Background: an optimization exercise with open tools, aiming at small area, a short achievable clock period and few clock cycles. Do not read the settings as production practice. No run shown here included a check of the RTL's function; only the layout flow was run.

==> flow/design.v (outline; a module is shown in full before it is edited, if it fits) <==
// module MandelbrotGen: 7537 lines
// module mfa: 4 lines
// module mha: 4 lines
// module mnor2: 3 lines
// module mnand2: 3 lines
module MandelbrotGen(
		input Clk_100M,           
		input  [4:0]BTNS,         
		input  SW0,               
		input  SW15,              
		output reg [18:0] addrA,  
		output reg [11:0] dinA,   
		output reg wea            
    );
  // ...
==> flow/flow/run.sh <==
#!/bin/bash
# Layout flow: the standard synthesis (standard.sh synth), then the
# standard ORFS layout steps (standard.sh's make command) with these changes:
#  - the resizer's timing repair aims for a larger setup slack margin, so that
#    it shortens the critical paths below the clock period;
#  - extra ORFS variables given in EXTRA below.
# Each tool's output goes to a log file in this folder.
set -euo pipefail
MARGIN=7.5
EXTRA='BUFFER_PORTS_ARGS="-buffer_cell sky130_fd_sc_hd__buf_2"'
bash standard.sh synth > synth.log 2>&1
sed -e "s/SETUP_SLACK_MARGIN=[0-9.]*/SETUP_SLACK_MARGIN=$MARGIN/" \
    -e "s|\"\${@:-finish}\"|$EXTRA \"\${@:-finish}\"|" standard.sh > layout.sh
bash layout.sh > layout.log 2>&1
==> flow/standard.sh <==
#!/bin/bash
# synth_recipe.tcl (not shown) runs the flow's synth.tcl, then flattens the netlist and writes it again
# the make line also repeats each setting of config.mk as NAME=value (left out here)
make -C /OpenROAD-flow-scripts/flow DESIGN_CONFIG=/design/flow/config.mk WORK_HOME=/design/flow/orfs CLKGATE_MAP_FILE= SYNTH_SCRIPT=/design/flow/synth_recipe.tcl "${@:-finish}"
==> flow/config.mk <==
export PLATFORM = sky130hd
export DESIGN_NAME = MandelbrotGen
export DESIGN_NICKNAME = MandelbrotGen
export VERILOG_FILES = /design/flow/design.v
export SDC_FILE = /design/flow/constraint.sdc
export NUM_CORES = 8
export LEC_CHECK = 0
export ABC_AREA = 1
export CAP_MARGIN = 70
export CORE_MARGIN = 2
export CORE_UTILIZATION = 40
export CTS_BUF_LIST = sky130_fd_sc_hd__clkbuf_8
export CTS_CLUSTER_DIAMETER = 100
export CTS_CLUSTER_SIZE = 10
export SETUP_SLACK_MARGIN = 5
export SLEW_MARGIN = 70
export SYNTH_HIERARCHICAL = 1
export SYNTH_MINIMUM_KEEP_SIZE = 0
export TNS_END_PERCENT = 0
==> flow/constraint.sdc <==
create_clock -name core_clock -period 11.0 [get_ports {Clk_100M}]
set_input_delay 2.2000 -clock core_clock [delete_from_list [all_inputs] [get_ports {Clk_100M}]]
set_output_delay 2.2000 -clock core_clock [all_outputs]
set_load 0.01 [all_outputs]
==> qor.yml, run 1 <==
grt-ovfl-total: 0
grt_setup_unrepaired: "true"
syn_to_final_growth_pct: 14.6
multi_input_area_share: 0.636
synth-seq-area-share: 0.252
dp.cells: 14500
arrival_ns: 4.62
n_clock_buffer: 152
h-tree-depth: 4
fin_nets: 13800
yosys.area_share.simple: 0.147
top_layer: "met5"
die_h_um: 515
num_rows: 187
yosysTopAreaCell: "fa_1"
n_antenna_cell: 11
grt.met2_usage: 0.376
crit_path_max_incr_delay_ns: 0.52
drtAntennaViolNets: 0
cts_made_buffers: 151
syn_avg_cell_area_um2: 9.40
cts_hold_buf: 0
holdWs_ns: 0.310
fin_crit_ns: 3.78
n_tap_cell: 3402
fmax_mhz: 264
cp-end-kind: "register"
async_flop_share: 0
synth_ff_type: "dfxtp_1"
reg2reg_slack_ns: 7.22
crit_path_top_delay_cell: "fa_1"
status: "finished clean"
final-clk-cell-share: 0.0215
cp.required_ns: 11.83
wl_met2_mm: 146
synthesis.instances: 11100
final_cell_mix: "1593 x nor2_1, 1546 x fa_1, 1500 x nand2_1"
n_all_buffers: 604
die_x_um: 515
io_buffers: 36
num_io_pins: 40
==> run 2: changes to the inputs <==
--- a/flow/design.v
+++ b/flow/design.v
@@ -7382,39 +7382,49 @@
 reg pv0;                
 reg [7:0] pn0;          
 reg [3:0] pt0;          
 wire phit0 = pv0 & (pt0 == hpar) & ~restart;
 reg pv1;                
 reg [7:0] pn1;          
 reg [3:0] pt1;          
 wire phit1 = pv1 & (pt1 == hpar) & ~restart;
-wire pret = phit0 | phit1;
-wire pfree = ~pv0 | ~pv1;
+reg pv2;                
+reg [7:0] pn2;          
+reg [3:0] pt2;          
+wire phit2 = pv2 & (pt2 == hpar) & ~restart;
+reg pv3;                
+reg [7:0] pn3;          
+reg [3:0] pt3;          
+wire phit3 = pv3 & (pt3 == hpar) & ~restart;
+wire pret = phit0 | phit1 | phit2 | phit3;
+wire pfree = ~pv0 | ~pv1 | ~pv2 | ~pv3;
 wire parka = v2a & d2a & ~reta & ~restart & pfree;
 wire parkb = v2b & d2b & ~retb & ~restart & pfree & ~parka;
 wire parkc = v2c & d2c & ~retc & ~restart & pfree & ~parka & ~parkb;
 wire parkd = v2d & d2d & ~retd & ~restart & pfree & ~parka & ~parkb & ~parkc;
 wire park = parka | parkb | parkc | parkd;
 wire [7:0] pn_in = parka ? n2a : parkb ? n2b : parkc ? n2c : n2d;
 wire [3:0] pt_in = parka ? t2a : parkb ? t2b : parkc ? t2c : t2d;
 wire palloc0 = park & ~pv0;
 wire palloc1 = park & ~pv1 & pv0;
+wire palloc2 = park & ~pv2 & pv0 & pv1;
+wire palloc3 = park & ~pv3 & pv0 & pv1 & pv2;
 wire freea = ~v2a | reta | parka;
 wire freeb = ~v2b | retb | parkb;
 wire freec = ~v2c | retc | parkc;
 wire freed = ~v2d | retd | parkd;
 wire takea = freea & ~restart;
 wire takeb = freeb & ~freea & ~restart;
 wire takec = freec & ~freea & ~freeb & ~restart;
 wire taked = freed & ~freea & ~freeb & ~freec & ~restart;
 wire take  = takea | takeb | takec | taked;
 wire cret  = reta | retb | retc | retd;
 wire ret   = cret | pret;
-wire [7:0] n_out = pret ? (phit0 ? pn0 : pn1) : (reta ? n2a : retb ? n2b : retc ? n2c : n2d);
+wire [7:0] n_out = pret ? (phit0 ? pn0 : phit1 ? pn1 : phit2 ? pn2 : pn3) : (reta ? n2a : retb ? n2b : retc ? n2c : n2d);
 wire pan = pan_im | pan_re;
 wire [17:0] add_a = pan_im ? im0 : pan_re ? re0 : row_end ? cin : crn;
 wire [17:0] add_b = pan ? {shift[12:0], 5'b0} : shift;
 wire add_sub = pan ? pan_sub : row_end;
 wire [17:0] add_r = add_a + (add_b ^ {18{add_sub}}) + {17'b0, add_sub};
 wire [17:0] pre0 = pan_re ? add_r : re0;
 wire [17:0] pim0 = pan_im ? add_r : im0;
 reg [17:0] nshift, nre0, nim0;
@@ -7497,16 +7507,24 @@
 	if (restart | phit0) pv0 <= 1'b0;
 	else if (palloc0) begin
 		pv0 <= 1'b1; pn0 <= pn_in; pt0 <= pt_in;
 	end
 	if (restart | phit1) pv1 <= 1'b0;
 	else if (palloc1) begin
 		pv1 <= 1'b1; pn1 <= pn_in; pt1 <= pt_in;
 	end
+	if (restart | phit2) pv2 <= 1'b0;
+	else if (palloc2) begin
+		pv2 <= 1'b1; pn2 <= pn_in; pt2 <= pt_in;
+	end
+	if (restart | phit3) pv3 <= 1'b0;
+	else if (palloc3) begin
+		pv3 <= 1'b1; pn3 <= pn_in; pt3 <= pt_in;
+	end
 	if (restart) begin
 		shift <= nshift; re0 <= nre0; im0 <= nim0;
 		crn <= nre0; cin <= nim0; xn <= 10'd0; yn <= 9'd0;
 		row_end <= 1'b0; ipar <= 4'd0;
 	end else if (take) begin
 		ipar <= ipar + 4'd1;
 		row_end <= (xn == 10'd638);
 		if (row_end) begin
==> run 2 against run 1 <==
Against the previous run: first-iteration DRC count shrank 8.4%; cell count grew 1.5%; critical path depth is the same; count of clock-buffer cells in the layout grew 4; worst setup slack gained 0.044 ns; design area grew 1.6%; synthesized area grew 1.1%; maximum frequency grew 1.2%; non-clock buffer count shrank 3; critical path type unchanged; critical endpoint is now cuta_q[99]; largest cell class unchanged.
==> qor.yml, run 2 <==
cp-end-kind: "register"  # unchanged
cts_hold_buf: 0  # unchanged
crit_fanout: 13  # was 6
synth_area_um2: 106000  # was 105000 um2
worstRegToRegCells: 12  # unchanged
initial_core_util: 0.403  # was 0.402
root_buffer: "clkbuf_8"  # unchanged
path_clk_slew_ns: 0.10  # was 0.08 ns
fin_nets: 13900  # was 13800
wl_per_cell_um: 21.9  # was 21.8 um
io_buffers: 36  # unchanged
grt_pass1_wl_mm: 510  # about the same
synthXorXnorAreaFrac: 0.0685  # was 0.0687
yosysUniqueCellTypes: 63  # was 62
synthesis.instances: 11200  # was 11100
crit_type: "register to register"  # unchanged
firstDrtPassIters: 6  # was 8
gp_congestion: 0.921  # was 0.922
yosysTopAreaCell: "fa_1"  # unchanged
status: "finished clean"  # unchanged
max_cap_violations: 0  # unchanged
syn_avg_cell_area_um2: 9.40  # about the same
muxShareOfSynthArea: 0  # unchanged
viasPerCell: 5.56  # was 5.62
num_io_pins: 40  # unchanged
hpwl_mm: 237  # was 235 mm
grt_usage: 0.241  # was 0.246
worstReg2RegStart: "zi1a[3]"  # was zi1c[9]
grt-ovfl-total: 0  # unchanged
final_common_cell: "nor2_1"  # unchanged
synth-compound-area-share: 0.101  # was 0.103
critPathMostFrequentCell: "fa_2"  # unchanged
crit_end: "cuta_q[99]"  # was cutc_q[97]
async_flop_share: 0  # unchanged
drtAntennaViolNets: 0  # unchanged
synth_edf_count: 138  # was 114
crit_path_max_incr_delay_ns: 0.52  # about the same
synth_most_common_cell: "nor2_1"  # was fa_1
worstSetupStartpoint: "zi1a[3]"  # was zi1c[9]
synthAdderAreaFrac: 0.382  # was 0.387
worstSetupPathDepth: 12  # unchanged
antenna_found_initial: 11  # was 17
arrival_ns: 4.60  # was 4.62 ns
hold_violations: 0  # unchanged
synth_top_family_by_area: "adder cells"  # unchanged
netlist_top_cells_count: "1678 x nor2_1, 1669 x fa_1, 1578 x nand2_1"  # was 1669 x fa_1, 1660 x nor2_1, 1555 x nand2_1
grt-busiest-layer: "met2"  # unchanged
setup_viol: 0  # unchanged
grt_start_max_net_pins: 70  # unchanged
cts_max_path_buffers: 3  # unchanged
synth_area_leaders: "fa_1 32%, dfxtp_1 22%, ha_1 6.6%, xor2_1 6.1%, nor2_1 6.0%"  # was fa_1 32%, dfxtp_1 22%, ha_1 6.7%, xor2_1 6.2%, nor2_1 6.0%
hp-class: "register to register"  # unchanged
fin_crit_ns: 3.74  # was 3.78 ns
drv_slew: 0  # unchanged
vias: 85000  # was 84600
synth.top_cell.area_share: 0.316  # was 0.320
die_x_um: 518  # was 515 um
ys_ff_latch: 1282  # was 1256
dieArea_um2: 268000  # was 265000 um2
grt_setup_unrepaired: "true"  # unchanged
syn_to_final_growth_pct: 15.1  # was 14.6%
start_kind: "register"  # unchanged
drive_gt1_frac: 0.144  # was 0.137
grt.met2_usage: 0.386  # was 0.376
cp_top_family: "adder cells"  # unchanged
drc: 0  # unchanged
fin_crit_sh: 0.340  # was 0.344
synth-seq-area-share: 0.256  # was 0.252
synth_warnings: 7  # unchanged
holdWs_ns: 0.297  # was 0.310 ns
n_fill_cell: 24800  # was 24400
worstSkewPairLatency_ns: 0.97  # was 0.98 ns
yosys.area_share.simple: 0.148  # was 0.147
met1_usage: 0.322  # was 0.344
met3_usage: 0.0422  # was 0.0453
setup_tns_ns: 0  # unchanged
fmax_mhz: 267  # was 264 MHz
cp_num_buf_inv: 3  # was 4
die_h_um: 518  # was 515 um
wl_mm: 334  # was 329 mm
crit_path_top_delay_cell: "fa_2"  # was fa_1
final_cell_mix: "1578 x nor2_1, 1542 x fa_1, 1508 x nand2_1"  # was 1593 x nor2_1, 1546 x fa_1, 1500 x nand2_1
finClkSkew_ns: 0.0708  # was 0.0588 ns
cp.required_ns: 11.85  # was 11.83 ns
worstPathCellList: "buf_12, nand2_2, inv_1, nor2_4, clkinv_4, o22ai_1, xor2_1, fa_2, fa_2, fa_2, fa_1, fa_1"  # was buf_16, clkinvlp_4, buf_6, o21ai_4, buf_6, o22ai_2, xor2_2, fa_2, fa_1, fa_2, fa_2, fa_1
first_global_vias: 87900  # was 86900
initialDrtViolationCount: 7785  # was 8496
coreArea_um2: 263000  # was 260000 um2
cts_tree: "yes"  # unchanged
synth_ff_type: "dfxtp_1"  # unchanged
h-tree-depth: 4  # unchanged
reg2reg_slack_ns: 7.26  # was 7.22 ns
cts_made_buffers: 152  # was 151
r2r-end: "cuta_q[99]"  # was cutc_q[97]
num_rows: 188  # was 187
cts.sinks: 1282  # was 1256
run 2: cell types whose count changed in the layout (fill, tap and decap cells not counted), sizes merged, moves of 12 or more:
cell,delta
nand3,+30
o21ai,-36
nand2,+29
edfxtp,+24
a21oi,-14
o31ai,-12
clkbuf,+21
nor2,+19
nand3b,-12
xnor2,+17
buf,-13
inv,+49
clkinv,-13
run 2: worst register-to-register path, cell delays in order (launching register included):
cell      delay (ns)
dfxtp_4         0.37
buf_12          0.16
nand2_2         0.12
inv_1           0.07
nor2_4          0.18
clkinv_4        0.12
o22ai_1         0.22
xor2_1          0.23
fa_2            0.52
fa_2            0.37
fa_2            0.36
fa_1            0.51
fa_1            0.42
run 2: per-stage QoR:
step | instance area, um2 | setup WS (ns) | std cells | util
floorplan | 107000 | 7.40 | 11300 | -
global placement | 110000 | 6.35 | 14600 | 0.421
detailed placement | 112000 | 6.42 | 14700 | 0.427
CTS | 118000 | 7.23 | 15100 | 0.449
global route | 122000 | 7.13 | 15300 | 0.463
finish | 122000 | 7.26 | 15300 | 0.463
run 2: cell families (layout without fill, tap and decap cells):
| group | Yosys count | in the layout |
|---|---|---|
| flops | 1282 | 1282 |
| other cells | 2 | 45 |
| xor+xnor | 827 | 827 |
| buf+inv | 1209 | 1690 |
| compound gates | 1820 | 1820 |
| fa+ha+maj | 2227 | 2227 |
| simple gates | 3874 | 3874 |
run 2: layer usage:
layer  part of all wire  vias to the layer above
li1                   -                    37700
met1               0.41                    42400
met2               0.46                     4037
met3              0.082                      868
met4              0.046                        4
met5           0.000063                        -
run 2: final cells by class:
type,instances,area (um2),share of cell area
Inverter,840,3660,0.0301
Sequential cell,1282,27400,0.225
Antenna cell,6,15.0,0.000123
Timing Repair inverter,27,200,0.00165
Timing Repair Buffer,601,6590,0.0542
Multi-Input combinational cell,8787,76800,0.631
Clock inverter,66,428,0.00352
Tap cell,3515,4400,0.0362
Clock buffer,156,2150,0.0177
run 2: modules after synthesis, one instance, submodules excluded:
module,area (um2),times used
MandelbrotGen,65100,1
mfa,20.0,1656
mha,12.5,200
mnand2,3.75,112
mnor2,3.75,1192
run 2: repair_timing:
| item | in CTS | in global routing |
|---|---|---|
| pin swaps | 78 | 204 |
| buffers inserted | 206 | 118 |
| gates cloned | 25 | 31 |
| endpoints found under the setup margin | 537 | 560 |
| resized for setup | 376 | 524 |
run 2: worst min-delay path by stage:
stage             start  endpoint  slack [ns]  depth (start not counted)
2_1_floorplan   ci1a[0]   ci2a[0]        0.31                          0
3_3_place_gp     n1d[1]    n2d[1]        0.31                          0
3_5_place_dp    ci1b[1]   ci2b[1]        0.31                          0
4_1_cts        cr1d[11]  cr2d[11]        0.30                          0
5_1_grt         cr1a[3]   cr2a[3]        0.30                          0
6_report        ci1a[9]   ci2a[9]        0.30                          0

-- static timing again, ports no longer ideal --
Ports are ideal in the flow. The routed layouts listed here were re-timed in OpenROAD.
Step 1: set_driving_cell puts a clkbuf_16 on Clk_100M and a buf_2 on each other input, an assumption about the parent block.
Step 2, shift: input delay + t, output delay - t, t = (earliest + latest rising clock arrival at the registers) / 2. This alone moves slack from input paths to output paths.
Three values: no drivers, after step 1, after step 2; two values: the first two.
run | t (ns) | setup WS [ns] | worst hold slack (ns) | slew at the worst register clock pin (ns)
run 1 | 1.032 | 7.215 / 7.215 / 7.215 | 0.310 / 0.310 / 0.310 | 0.09 / 0.09
run 2 | 1.034 | 7.259 / 7.243 / 7.259 | 0.297 / 0.297 / 0.297 | 0.10 / 0.10
After both steps every run listed still meets setup and hold.
